Source: an optimization exercise on an open RTL-to-GDS flow (aim: small area and a short achievable clock period). Production flows keep margins and buffers that such runs may drop. Function was checked by simulation only, so behaviour that the tests miss may differ from the original.

==> run M <==
## MAC
module MAC(A,B,out,clk,reset);
	input [15:0] A,B;
	input clk,reset;
	output [35:0] out;
	reg [35:0] acc;
	wire [35:0] nxt;
	always @(posedge clk or posedge reset)
	begin
		if(reset)
			acc <= 36'd0;
		else
			acc <= nxt;
	end
	assign out = acc;
	wire [255:0] pp;
	genvar gi;
	generate for (gi = 0; gi < 16; gi = gi + 1) begin : ppg
		assign pp[16*gi+15:16*gi] = A & {16{B[gi]}};
	end endgenerate
	wire hs1;
	wire hc2;
	wire fs3;
	wire fc4;
	wire hs5;
	wire hc6;
	wire fs7;
	wire fc8;
	wire fs9;
	wire fc10;
	wire hs11;
	wire hc12;
	wire fs13;
	wire fc14;
	wire fs15;
	wire fc16;
	wire fs17;
	wire fc18;
	wire hs19;
	wire hc20;
	wire fs21;
	wire fc22;
	wire fs23;
	wire fc24;
	wire fs25;
	wire fc26;
	wire fs27;
	wire fc28;
	wire hs29;
	wire hc30;
	wire fs31;
	wire fc32;
	wire fs33;
	wire fc34;
	wire fs35;
	wire fc36;
	wire fs37;
	wire fc38;
	wire fs39;
	wire fc40;
	wire hs41;
	wire hc42;
	wire fs43;
	wire fc44;
	wire fs45;
	wire fc46;
	wire fs47;
	wire fc48;
	wire fs49;
	wire fc50;
	wire fs51;
	wire fc52;
	wire fs53;
	wire fc54;
	wire hs55;
	wire hc56;
	wire fs57;
	wire fc58;
	wire fs59;
	wire fc60;
	wire fs61;
	wire fc62;
	wire fs63;
	wire fc64;
	wire fs65;
	wire fc66;
	wire fs67;
	wire fc68;
	wire fs69;
	wire fc70;
	wire hs71;
	wire hc72;
	wire fs73;
	wire fc74;
	wire fs75;
	wire fc76;
	wire fs77;
	wire fc78;
	wire fs79;
	wire fc80;
	wire fs81;
	wire fc82;
	wire fs83;
	wire fc84;
	wire fs85;
	wire fc86;
	wire fs87;
	wire fc88;
	wire hs89;
	wire hc90;
	wire fs91;
	wire fc92;
	wire fs93;
	wire fc94;
	wire fs95;
	wire fc96;
	wire fs97;
	wire fc98;
	wire fs99;
	wire fc100;
  ...
export LEC_CHECK = 0
export CAP_MARGIN = 20
export CORE_MARGIN = 2
export CORE_UTILIZATION = 65
export SLEW_MARGIN = 20
export SYNTH_HIERARCHICAL = 1
export SYNTH_MINIMUM_KEEP_SIZE = 0
create_clock -name core_clock -period 19.0 [get_ports {clk}]
standard.sh (not shown) runs the stock make flow with config.mk's settings and CLKGATE_MAP_FILE= SYNTH_SCRIPT=/design/flow/synth_recipe.tcl, a recipe that flattens the netlist after the stock synthesis.
==> flow/flow/run.sh <==
#!/bin/bash
# The standard layout (standard synthesis, floorplan, place, CTS, route) with two changes:
# repair_timing is asked for a larger setup slack than 0 (flow/setup_margin.txt) so that it
# keeps shortening the critical path, and the port buffers that every input and output gets
# are sky130_fd_sc_hd__buf_1 (flow/port_buffer.txt) instead of the delay cell buffer_ports
# picks by default; repair_timing then sizes the ones on critical paths.
# Make's full output goes to make_finish.log; each tool's own log is under orfs/logs/.
set -euo pipefail
MARGIN=$(cat flow/setup_margin.txt)
PBUF=$(cat flow/port_buffer.txt)
bash standard.sh SETUP_SLACK_MARGIN=$MARGIN "BUFFER_PORTS_ARGS=-buffer_cell $PBUF" finish > make_finish.log 2>&1
==> flow/flow/port_buffer.txt <==
sky130_fd_sc_hd__buf_1
==> flow/flow/setup_margin.txt <==
9
==> run D: changes against run M <==
--- a/flow/design.v
+++ b/flow/design.v
@@ -1,8 +1,13 @@
+module NOT16(a, y);
+	input [15:0] a;
+	output [15:0] y;
+	assign y = ~a;
+endmodule
 module FA(A,B,C,sum, carry);
 	input A,B,C;
 	output sum,carry;
 	assign sum = A^B^C;
 	assign carry = (A&B) | (B&C) | (C&A);
 endmodule
 module HA(A,B,sum, carry);
 	input A,B;
@@ -21,18 +26,30 @@
 		if(reset)
 			acc <= 36'd0;
 		else
 			acc <= nxt;
 	end
 	assign out = acc;
 	wire [255:0] pp;
 	genvar gi;
+	wire [15:0] An0, Bn0;
+	NOT16 ina0(A, An0);
+	NOT16 inb0(B, Bn0);
+	wire [15:0] An1, Bn1;
+	NOT16 ina1(A, An1);
+	NOT16 inb1(B, Bn1);
+	genvar gj;
 	generate for (gi = 0; gi < 16; gi = gi + 1) begin : ppg
-		assign pp[16*gi+15:16*gi] = A & {16{B[gi]}};
+		for (gj = 0; gj < 16; gj = gj + 1) begin : ppc
+			wire an, bn;
+			assign an = (gi * 2 / 16 == 0) ? An0[gj] : An1[gj];
+			assign bn = (gj * 2 / 16 == 0) ? Bn0[gi] : Bn1[gi];
+			assign pp[16*gi+gj] = ~(an | bn);
+		end
 	end endgenerate
 	wire hs1;
 	wire hc2;
 	wire fs3;
 	wire fc4;
 	wire hs5;
 	wire hc6;
 	wire fs7;
==> flow/flow/setup_margin.txt (replaced) <==
10.2
- CORE_UTILIZATION: 65 -> 40
- CTS_BUF_LIST: unset -> sky130_fd_sc_hd__clkbuf_2 sky130_fd_sc_hd__clkbuf_4 sky130_fd_sc_hd__clkbuf_8
==> reports/qor.txt <==
status = timing/DRC/antenna clean
row cnt = 42
nets@finish = 1077
clk slew on worst S/H paths = 0.06 ns
CP arrival = 9.44 ns
vias in the first global route = 6641
The numbers above come from run M.

==> reports/qor.txt <==
CP arrival = 8.89 ns
row cnt = 52
H-tree levels = 2
status = timing/DRC/antenna clean
nets@finish = 1145
vias in the first global route = 6270
crit path launch = A[3]
The numbers above come from run D.



==> inputs of 01-03 <==
Starting RTL as in the previous note.
Settings: LEC_CHECK=0, CAP_MARGIN=20, CORE_MARGIN=2, CORE_UTILIZATION=40, SLEW_MARGIN=20, SYNTH_HIERARCHICAL=1, SYNTH_MINIMUM_KEEP_SIZE=0, TNS_END_PERCENT=0; clock period 19.0 ns.
==> flow/flow/run.sh <==
#!/bin/bash
# The standard layout (standard synthesis, floorplan, place, CTS, route), with repair_timing
# asked for a larger setup slack than 0 so that it keeps shortening the critical path.
# Each tool's full output is also kept by ORFS under orfs/logs/.
set -euo pipefail
MARGIN=$(cat flow/setup_margin.txt)
bash standard.sh SETUP_SLACK_MARGIN=$MARGIN finish > make_finish.log 2>&1
==> flow/flow/setup_margin.txt <==
10
==> 07-12 (differences from 01-03) <==
--- a/flow/design.v
+++ b/flow/design.v
@@ -1,8 +1,13 @@
+module NOT16(a, y);
+	input [15:0] a;
+	output [15:0] y;
+	assign y = ~a;
+endmodule
 module FA(A,B,C,sum, carry);
 	input A,B,C;
 	output sum,carry;
 	assign sum = A^B^C;
 	assign carry = (A&B) | (B&C) | (C&A);
 endmodule
 module HA(A,B,sum, carry);
 	input A,B;
@@ -21,18 +26,30 @@
 		if(reset)
 			acc <= 36'd0;
 		else
 			acc <= nxt;
 	end
 	assign out = acc;
 	wire [255:0] pp;
 	genvar gi;
+	wire [15:0] An0, Bn0;
+	NOT16 ina0(A, An0);
+	NOT16 inb0(B, Bn0);
+	wire [15:0] An1, Bn1;
+	NOT16 ina1(A, An1);
+	NOT16 inb1(B, Bn1);
+	genvar gj;
 	generate for (gi = 0; gi < 16; gi = gi + 1) begin : ppg
-		assign pp[16*gi+15:16*gi] = A & {16{B[gi]}};
+		for (gj = 0; gj < 16; gj = gj + 1) begin : ppc
+			wire an, bn;
+			assign an = (gi * 2 / 16 == 0) ? An0[gj] : An1[gj];
+			assign bn = (gj * 2 / 16 == 0) ? Bn0[gi] : Bn1[gi];
+			assign pp[16*gi+gj] = ~(an | bn);
+		end
 	end endgenerate
 	wire hs1;
 	wire hc2;
 	wire fs3;
 	wire fc4;
 	wire hs5;
 	wire hc6;
 	wire fs7;
==> flow/flow/run.sh (replaced) <==
#!/bin/bash
# The standard layout (standard synthesis, floorplan, place, CTS, route) with two changes:
# repair_timing is asked for a larger setup slack than 0 (flow/setup_margin.txt) so that it
# keeps shortening the critical path, and the port buffers that every input and output gets
# are sky130_fd_sc_hd__buf_1 (flow/port_buffer.txt) instead of the delay cell buffer_ports
# picks by default; repair_timing then sizes the ones on critical paths.
# Make's full output goes to make_finish.log; each tool's own log is under orfs/logs/.
set -euo pipefail
MARGIN=$(cat flow/setup_margin.txt)
PBUF=$(cat flow/port_buffer.txt)
bash standard.sh SETUP_SLACK_MARGIN=$MARGIN "BUFFER_PORTS_ARGS=-buffer_cell $PBUF" finish > make_finish.log 2>&1
==> flow/flow/port_buffer.txt (new file) <==
sky130_fd_sc_hd__buf_1
==> flow/flow/setup_margin.txt (replaced) <==
9.5
Settings changed: TNS_END_PERCENT 0 to not set.
==> results.toml <==
[timing]
fin_skew_ps = 6.13

[yosys]
synthTopCellsByCount = "255 x and2_1, 236 x fa_1, 40 x ha_1"
synthXorXnorAreaFrac = 0.0223
synth_compound_area_frac = 0.0354
synth.distinct_cells = 37

[layout]
utilization = 0.461
inverters_excl_clock = 22
multi_input_gates = 632

[floorplan]
chipWidth_um = 151

[status]
outcome = "timing/DRC/antenna clean"

[detailed_routing]
wl_met2_um = 12100
wl_um = 23700
[end of results for 01-03]
==> results.toml <==
[yosys]
synthTopCellsByCount = "267 x nor2_1, 236 x fa_1, 89 x inv_1"
synth.distinct_cells = 34
synthXorXnorAreaFrac = 0.0231
synth_compound_area_frac = 0.0303

[layout]
inverters_excl_clock = 89
utilization = 0.434

[detailed_routing]
wl_um = 20500

[status]
outcome = "timing/DRC/antenna clean"

[timing]
fin_skew_ps = 11.0
[end of results for 07-12]

[re-timing with driven ports]
How much do the figures lean on ideal ports? The routed layouts below were timed once more, with nothing changed but the port constraints.
Step 1: set_driving_cell puts a clkbuf_16 on clk and a buf_2 on each other input, an assumption about the parent block.
Step 2 moves the port delays by t, midway between the first and last clock arrival at a register: inputs arrive t later, outputs are due t later. That takes back most of the time a late clock gives input paths.
a / b / c = ideal / step 1 / step 2; a / b = the first two.
run | t, ns | setup slack, ns | worst hold slack (ns) | worst setup path at the end | pins driven straight from the clock port
run M | 0.341 | 9.753 / 9.767 / 9.426 | 0.473 / 0.473 / 0.473 | input to register | 1
run D | 0.381 | 10.347 / 10.364 / 9.983 | 0.480 / 0.480 / 0.480 | input to register | 1
01-03 | 0.345 | 10.138 / 10.159 / 9.814 | 0.479 / 0.479 / 0.479 | input to register | 1
07-12 | 0.346 | 10.004 / 10.023 / 9.678 | 0.477 / 0.477 / 0.477 | input to register | 1
After both steps setup and hold are still met in every run listed. The setup slack of run D, which loses most, moves by +0.017 ns with the drivers and by -0.364 ns with both steps.
